This is an optimization exercise on Yosys and OpenROAD, whose aim is small area, not a production implementation.
The RTL was checked by simulation tests, not by an equivalence proof against the original design.
The clock port is modelled as an ideal driver, which makes a skipped or thinned clock tree look cheaper than it is; a real chip needs a root buffer or a tree.
Power and IR drop assume default switching activity.

==> flow/design.v <==
`timescale 1ns / 1ps
module uart_send (
    input  logic       clk,
    input  logic       rst,
    input  logic [7:0] d,
    input  logic       send,
    output logic       rdy,
    output logic       tx);
    logic        send_prev;
    logic [10:0] ring;
    logic [1:0]  a;
    logic [2:0]  b;
    logic [4:0]  c;
    wire start = rdy & ~send_prev & send;
    wire tick  = ~rdy & a[0] & a[1] & ~b[0] & ~b[2] & c[0] & ~c[1] & ~c[3] & c[4];
    wire fin   = ~rdy & (&ring) & a[0] & ~b[0] & b[1] & ~c[1] & c[3] & c[4];
    always_ff @(posedge clk) begin
        send_prev <= rst | send;
            a <= start ? 2'b00 : {~a[0], a[1]};
            b <= start ? 3'b100 : {~b[1], ~b[0], (b[0] ^ b[2])};
            c <= start ? 5'b11100 : {~c[3], ~c[2], ~c[1], ~c[0], (c[1] ^ c[4])};
        ring[0] <= start ? ~d[1] : ~ring[1];
        ring[1] <= start ? ~d[0] : ~ring[2];
        ring[2] <= start ? 1'b1 : ~ring[3];
        ring[3] <= start ? 1'b1 : ~ring[4];
        ring[4] <= start ? 1'b0 : ~ring[5];
        ring[5] <= start ? ~d[7] : ~ring[6];
        ring[6] <= start ? ~d[6] : ~ring[7];
        ring[7] <= start ? ~d[5] : ~ring[8];
        ring[8] <= start ? ~d[4] : ~ring[9];
        ring[9] <= start ? ~d[3] : ~ring[10];
        ring[10] <= start ? ~d[2] : (~ring[0] & ~tick);
        if (rst)       tx <= 1'b1;
        else if (tick) tx <= ~ring[0];
        if (rst)        rdy <= 1'b1;
        else if (start) rdy <= 1'b0;
        else if (fin)   rdy <= 1'b1;
    end
endmodule
module uart_recv (
    input  logic       clk,
    input  logic       rst,
    input  logic       rx,
    output logic [7:0] d,
    output logic       rdy);
    logic        idle;
    logic [10:0] ring;
    logic [1:0]  a;
    logic [2:0]  b;
    logic [4:0]  c;
    wire start = idle & ~rx;
    wire tick  = ~idle & a[0] & ~a[1] & ~b[0] & b[1] & c[0] & ~c[1] & ~c[3] & c[4];
    wire stop  = tick & ring[0];
    wire ld    = ~rst & stop & rx;
    wire keep  = ~rst & ~(stop & rx);
    always_ff @(posedge clk) begin
            a <= start ? 2'b00 : {~a[0], a[1]};
            b <= start ? 3'b000 : {~b[1], ~b[0], (b[0] ^ b[2])};
            c <= start ? 5'b00111 : {~c[3], ~c[2], ~c[1], ~c[0], (c[1] ^ c[4])};
        ring[0] <= start ? 1'b1 : ~ring[1];
        ring[1] <= start ? 1'b1 : ~ring[2];
        ring[2] <= start ? 1'b1 : ~ring[3];
        ring[3] <= start ? 1'b1 : ~ring[4];
        ring[4] <= start ? 1'b1 : ~ring[5];
        ring[5] <= start ? 1'b1 : ~ring[6];
        ring[6] <= start ? 1'b1 : ~ring[7];
        ring[7] <= start ? 1'b1 : ~ring[8];
        ring[8] <= start ? 1'b0 : ~ring[9];
        ring[9] <= start ? 1'b1 : ~ring[10];
        ring[10] <= start ? 1'b1 : ~(tick ? rx : ring[0]);
        rdy <= ld;
        d <= ({8{ld}} & {ring[1], ring[2], ring[3], ring[4], ring[5], ring[6], ring[7], ring[8]}) | ({8{keep}} & d);
        if (rst)        idle <= 1'b1;
        else if (start) idle <= 1'b0;
        else if (stop)  idle <= 1'b1;
    end
endmodule
`timescale 1ns / 1ps
module uart_core(
    input logic clk,
    input logic rst,
    input logic [7:0] tx_d,
    input logic tx_send,
    output logic tx_rdy,
    output logic tx,
    input logic rx,
    output logic [7:0] rx_d,
    output logic rx_rdy);
    uart_recv uart_recv(
        .clk(clk),
        .rst(rst),
        .rx(rx),
        .d(rx_d),
        .rdy(rx_rdy)
    );
    uart_send uart_send(
        .clk(clk),
        .rst(rst),
        .d(tx_d),
        .send(tx_send),
        .rdy(tx_rdy),
        .tx(tx)
    );
endmodule
Settings: LEC_CHECK=0, CAP_MARGIN=20, CORE_MARGIN=2, CORE_UTILIZATION=40, SLEW_MARGIN=20; clock period 10.0 ns.
standard.sh (not shown) runs the stock make flow with config.mk's settings and CLKGATE_MAP_FILE= SYNTH_SCRIPT=/design/flow/synth_recipe.tcl, a recipe that flattens the netlist after the stock synthesis.
==> flow/flow/run.sh <==
#!/bin/bash
# Own layout flow: the standard flow (standard.sh: standard synthesis,
# floorplan, power grid and tap cells, placement, routing) with these changes:
#  - the combinational logic of the standard synthesis netlist is re-mapped
#    for area by ABC (resynth.sh); register instances are kept as they are;
#  - after the floorplan, every combinational cell is set to its smallest
#    drive strength (downsize.tcl; repair_design upsizes any that need it);
#  - input and output ports are buffered with buf_1;
#  - after clock tree synthesis the tree is replaced by 4 buffers, each
#    driving a quarter of the registers, all driven by the clock port
#    (clock_tree.tcl).
# Each tool's output goes to a log file here (and ORFS's own logs).
set -euo pipefail
HERE=$(cd "$(dirname "$0")" && pwd)
RES=orfs/results/$FLOW_PLATFORM/uart_core/base
LIB=$FLOW_HOME/platforms/$FLOW_PLATFORM/lib/sky130_fd_sc_hd__tt_025C_1v80.lib

bash standard.sh synth > synth.log 2>&1
cp $RES/1_2_yosys.v standard_synth.v
bash $HERE/resynth.sh standard_synth.v resynth.v $HERE/abc_area.script $LIB > resynth.log 2>&1
cp resynth.v $RES/1_2_yosys.v
touch $RES/1_2_yosys.v

export POST_FLOORPLAN_TCL=$HERE/downsize.tcl
export POST_CTS_TCL=$HERE/clock_tree.tcl
export BUFFER_PORTS_ARGS="-buffer_cell sky130_fd_sc_hd__buf_1"
bash standard.sh > standard_flow.log 2>&1
==> flow/flow/abc_area.script <==
strash
dc2
dch
amap -F 1000 -A 1000
Other scripts of this flow, unchanged in this note and not shown: flow/flow/clock_tree.tcl, flow/flow/downsize.tcl, flow/flow/resynth.sh
The baseline completed with no timing, DRC or antenna violations.
Next try:
==> flow/flow/abc_area.script (replaced) <==
strash
dc2
dch
amap
Synthesized cell count is unchanged; final cell count is unchanged; hold slack gets worse by 5.0 ps; via count grows by about 2.3%; total power is about the same; die area grows by 1.1%; routed wire length grows by about 2.6%.
No run of this note takes its clock network from TritonCTS; it comes from the design's own scripts or RTL.


Another version of the RTL of uart_core (not shown whole).
Size: roughly 140 cells after synthesis.
export LEC_CHECK = 0
export CAP_MARGIN = 20
export CORE_MARGIN = 2
export CORE_UTILIZATION = 40
export PLACE_DENSITY = 0.85
export SLEW_MARGIN = 20
create_clock -name core_clock -period 10.0 [get_ports {clk}]
==> flow/flow/run.sh <==
#!/bin/bash
# Own layout flow: the standard flow (standard.sh: standard synthesis,
# floorplan, power grid and tap cells, placement, routing) with these changes:
#  - the combinational logic of the standard synthesis netlist is re-mapped
#    for area by ABC (resynth.sh) with each of the abc_*.script scripts, and
#    the smallest result is kept; register instances are kept as they are;
#  - after the floorplan, every combinational cell is set to its smallest
#    drive strength (downsize.tcl; repair_design upsizes any that need it);
#  - input and output ports are buffered with buf_1;
#  - after clock tree synthesis the tree is replaced by 4 buffers, each
#    driving a quarter of the registers, all driven by the clock port
#    (clock_tree.tcl).
# Each tool's output goes to a log file here (and ORFS's own logs).
set -euo pipefail
HERE=$(cd "$(dirname "$0")" && pwd)
RES=orfs/results/$FLOW_PLATFORM/uart_core/base
LIB=$FLOW_HOME/platforms/$FLOW_PLATFORM/lib/sky130_fd_sc_hd__tt_025C_1v80.lib

bash standard.sh synth > synth.log 2>&1
cp $RES/1_2_yosys.v standard_synth.v
best=""
best_area=""
for s in $HERE/abc_*.script; do
  n=$(basename $s .script)
  bash $HERE/resynth.sh standard_synth.v resynth_$n.v $s $LIB > resynth_$n.log 2>&1
  a=$(awk '/Chip area for top module/ {print $NF}' resynth_$n.v.stat)
  echo "$n $a" >> resynth_areas.txt
  if [[ -z "$best" ]] || awk -v a="$a" -v b="$best_area" 'BEGIN{exit !(a < b)}'; then
    best=$n; best_area=$a
  fi
done
echo "kept $best $best_area" >> resynth_areas.txt
cp resynth_$best.v $RES/1_2_yosys.v
touch $RES/1_2_yosys.v

export POST_FLOORPLAN_TCL=$HERE/downsize.tcl
export POST_CTS_TCL=$HERE/clock_tree.tcl
export BUFFER_PORTS_ARGS="-buffer_cell sky130_fd_sc_hd__buf_1"
bash standard.sh > standard_flow.log 2>&1
==> flow/flow/clock_tree.tcl <==
# Replace the clock tree built by CTS with K buffers, each driving one
# cluster of register clock pins (k-means on the pins' cell positions), all
# driven straight from the clock port.
proc clock_clusters {cell k} {
  set block [ord::get_db_block]
  set db [ord::get_db]
  set clk [$block findNet clk]
  set sinks {}
  set oldinsts {}
  set todo [list $clk]
  while {[llength $todo]} {
    set net [lindex $todo 0]; set todo [lrange $todo 1 end]
    foreach it [$net getITerms] {
      if {[$it isOutputSignal]} { continue }
      set inst [$it getInst]
      if {[[$inst getMaster] isSequential]} {
        lappend sinks $it
      } else {
        lappend oldinsts $inst
        foreach o [$inst getITerms] { if {[$o isOutputSignal] && [$o getNet] ne "NULL"} { lappend todo [$o getNet] } }
      }
    }
  }
  set pts {}
  foreach it $sinks {
    set b [[$it getInst] getBBox]
    lappend pts [list [expr {([$b xMin] + [$b xMax]) / 2.0}] [expr {([$b yMin] + [$b yMax]) / 2.0}]]
  }
  set n [llength $sinks]
  # balanced clusters: split the pins in half at the median of the longer
  # side of their bounding box, recursively, until there are k groups
  set groups [list [lsearch -all -inline -not $pts {}]]
  set idx {}
  for {set i 0} {$i < $n} {incr i} { lappend idx $i }
  set groups [list $idx]
  while {[llength $groups] < $k} {
    # split the largest group
    set gi 0; set gl -1
    for {set j 0} {$j < [llength $groups]} {incr j} { if {[llength [lindex $groups $j]] > $gl} { set gl [llength [lindex $groups $j]]; set gi $j } }
    set g [lindex $groups $gi]
    set x0 1e30; set x1 -1e30; set y0 1e30; set y1 -1e30
    foreach i $g { set p [lindex $pts $i]; set x [lindex $p 0]; set y [lindex $p 1]
      if {$x < $x0} {set x0 $x}; if {$x > $x1} {set x1 $x}; if {$y < $y0} {set y0 $y}; if {$y > $y1} {set y1 $y} }
    set ax [expr {($x1 - $x0) >= ($y1 - $y0) ? 0 : 1}]
    set keyed {}
    foreach i $g { lappend keyed [list $i [lindex [lindex $pts $i] $ax]] }
    set keyed [lsort -real -index 1 $keyed]
    set h [expr {[llength $keyed] / 2}]
    set a {}; set b {}
    foreach e [lrange $keyed 0 [expr {$h - 1}]] { lappend a [lindex $e 0] }
    foreach e [lrange $keyed $h end] { lappend b [lindex $e 0] }
    set groups [lreplace $groups $gi $gi $a $b]
  }
  set asg [lrepeat $n 0]
  set cs {}
  for {set j 0} {$j < $k} {incr j} {
    set sx 0; set sy 0
    foreach i [lindex $groups $j] { lset asg $i $j; set sx [expr {$sx + [lindex [lindex $pts $i] 0]}]; set sy [expr {$sy + [lindex [lindex $pts $i] 1]}] }
    set m [llength [lindex $groups $j]]
    lappend cs [list [expr {$sx / $m}] [expr {$sy / $m}]]
  }
  # remove the old tree
  foreach it $sinks { $it disconnect }
  foreach old $oldinsts {
    foreach o [$old getITerms] {
      if {[$o isOutputSignal] && [$o getNet] ne "NULL"} { set on [$o getNet]; $o disconnect; if {[llength [$on getITerms]] == 0} { odb::dbNet_destroy $on } }
    }
    odb::dbInst_destroy $old
  }
  for {set j 0} {$j < $k} {incr j} {
    set net [odb::dbNet_create $block clknet_leaf_$j]
    $net setSigType CLOCK
    set inst [odb::dbInst_create $block [$db findMaster $cell] clkbuf_leaf_$j]
    foreach it [$inst getITerms] {
      set mn [[$it getMTerm] getName]
      if {$mn eq "A"} { $it connect $clk }
      if {$mn eq "X"} { $it connect $net }
    }
    set m 0
    foreach it $sinks a $asg { if {$a == $j} { $it connect $net; incr m } }
    set c [lindex $cs $j]
    $inst setLocation [expr {int([lindex $c 0])}] [expr {int([lindex $c 1])}]
    $inst setPlacementStatus PLACED
    puts "clock_clusters: $cell clkbuf_leaf_$j drives $m sinks"
  }
  puts "clock_clusters: removed [llength $oldinsts] cells"
}

proc worst_clock_slew {} {
  set w 0
  foreach pin [get_pins -hierarchical */CLK] {
    set s [get_property $pin slew_max]
    if {$s > $w} { set w $s }
  }
  return $w
}
clock_clusters sky130_fd_sc_hd__clkbuf_4 4
detailed_placement
set_propagated_clock [all_clocks]
foreach cell {sky130_fd_sc_hd__clkbuf_4 sky130_fd_sc_hd__buf_6 sky130_fd_sc_hd__clkbuf_8 sky130_fd_sc_hd__clkbuf_16} {
  foreach inst [get_cells clkbuf_leaf_*] { replace_cell $inst $cell }
  detailed_placement
  estimate_parasitics -placement
  set w [worst_clock_slew]
  puts "clock_tree: $cell worst clock pin slew [format %.1f [expr {$w * 1000}]] ps"
  if {$w < 0.112} { break }
}
estimate_parasitics -placement
Other scripts of this flow, unchanged in this note and not shown: flow/flow/abc_2.script, flow/flow/abc_4.script, flow/flow/abc_41.script, flow/flow/abc_5.script, flow/flow/downsize.tcl, flow/flow/resynth.sh
The first run went through all stages and came out clean.
Then changed:
--- a/flow/config.mk
+++ b/flow/config.mk
@@ -10,3 +10,2 @@
 export CORE_UTILIZATION = 40
-export PLACE_DENSITY = 0.85
 export SLEW_MARGIN = 20
Result: Worst setup slack is better by 100 ps. Maximum frequency is higher by 2.8%. Global-route usage is higher by 0.47 points. Flip-flop and latch count does not change.
Then changed:
--- a/flow/flow/clock_tree.tcl
+++ b/flow/flow/clock_tree.tcl
@@ -88,5 +88,6 @@
 
-proc worst_clock_slew {} {
+proc leaf_slew {inst} {
   set w 0
-  foreach pin [get_pins -hierarchical */CLK] {
+  set net [get_nets -of_objects [get_pins [get_property $inst name]/X]]
+  foreach pin [get_pins -of_objects $net -filter "direction == input"] {
     set s [get_property $pin slew_max]
@@ -99,10 +100,14 @@
 set_propagated_clock [all_clocks]
-foreach cell {sky130_fd_sc_hd__clkbuf_4 sky130_fd_sc_hd__buf_6 sky130_fd_sc_hd__clkbuf_8 sky130_fd_sc_hd__clkbuf_16} {
-  foreach inst [get_cells clkbuf_leaf_*] { replace_cell $inst $cell }
-  detailed_placement
-  estimate_parasitics -placement
-  set w [worst_clock_slew]
-  puts "clock_tree: $cell worst clock pin slew [format %.1f [expr {$w * 1000}]] ps"
-  if {$w < 0.112} { break }
+estimate_parasitics -placement
+set sizes {sky130_fd_sc_hd__clkbuf_4 sky130_fd_sc_hd__buf_6 sky130_fd_sc_hd__clkbuf_8 sky130_fd_sc_hd__clkbuf_16}
+foreach inst [get_cells clkbuf_leaf_*] {
+  foreach cell $sizes {
+    replace_cell $inst $cell
+    estimate_parasitics -placement
+    set w [leaf_slew $inst]
+    puts "clock_tree: [get_property $inst name] $cell worst clock pin slew [format %.1f [expr {$w * 1000}]] ps"
+    if {$w < 0.112} { break }
+  }
 }
+detailed_placement
 estimate_parasitics -placement
Outcome:
- The new run went through all stages and came out clean
- sequential power stays flat
- worst hold slack stays the same
- final area stays the same
- die area is unchanged
- setup slack stays the same
- clock power is about the same
- critical path depth does not change
In every run of this note, the design's own scripts or RTL, not TritonCTS, make the clock network.

port drivers added, routing unchanged:
How much do the figures lean on ideal ports? The routed layouts below were timed once more, with nothing changed but the port constraints. Step 1: set_driving_cell puts a clkbuf_16 on clk and a buf_2 on each other input, an assumption about the parent block. Step 2, shift: input delay + t, output delay - t, t = (earliest + latest rising clock arrival at the registers) / 2. This alone moves slack from input paths to output paths. Slacks: ideal / step 1 / step 2; pairs: ideal / step 1.
run	t, ns	setup WS [ns]	worst hold slack (ns)	worst register clock-pin slew, ns	worst data-port slew with drivers (ns)
the first run of note 1	0.170	6.154 / 6.185 / 6.015	0.370 / 0.371 / 0.371	0.09 / 0.09	0.04
the second run of note 1	0.169	6.282 / 6.315 / 6.145	0.365 / 0.365 / 0.365	0.09 / 0.09	0.03
the first run of note 2	0.174	6.343 / 6.375 / 6.201	0.387 / 0.387 / 0.387	0.09 / 0.09	0.04
the second run of note 2	0.172	6.443 / 6.471 / 6.299	0.377 / 0.377 / 0.377	0.09 / 0.09	0.03
the third run of note 2	0.172	6.443 / 6.471 / 6.299	0.377 / 0.377 / 0.377	0.09 / 0.09	0.03
After both steps every run listed still meets setup and hold.
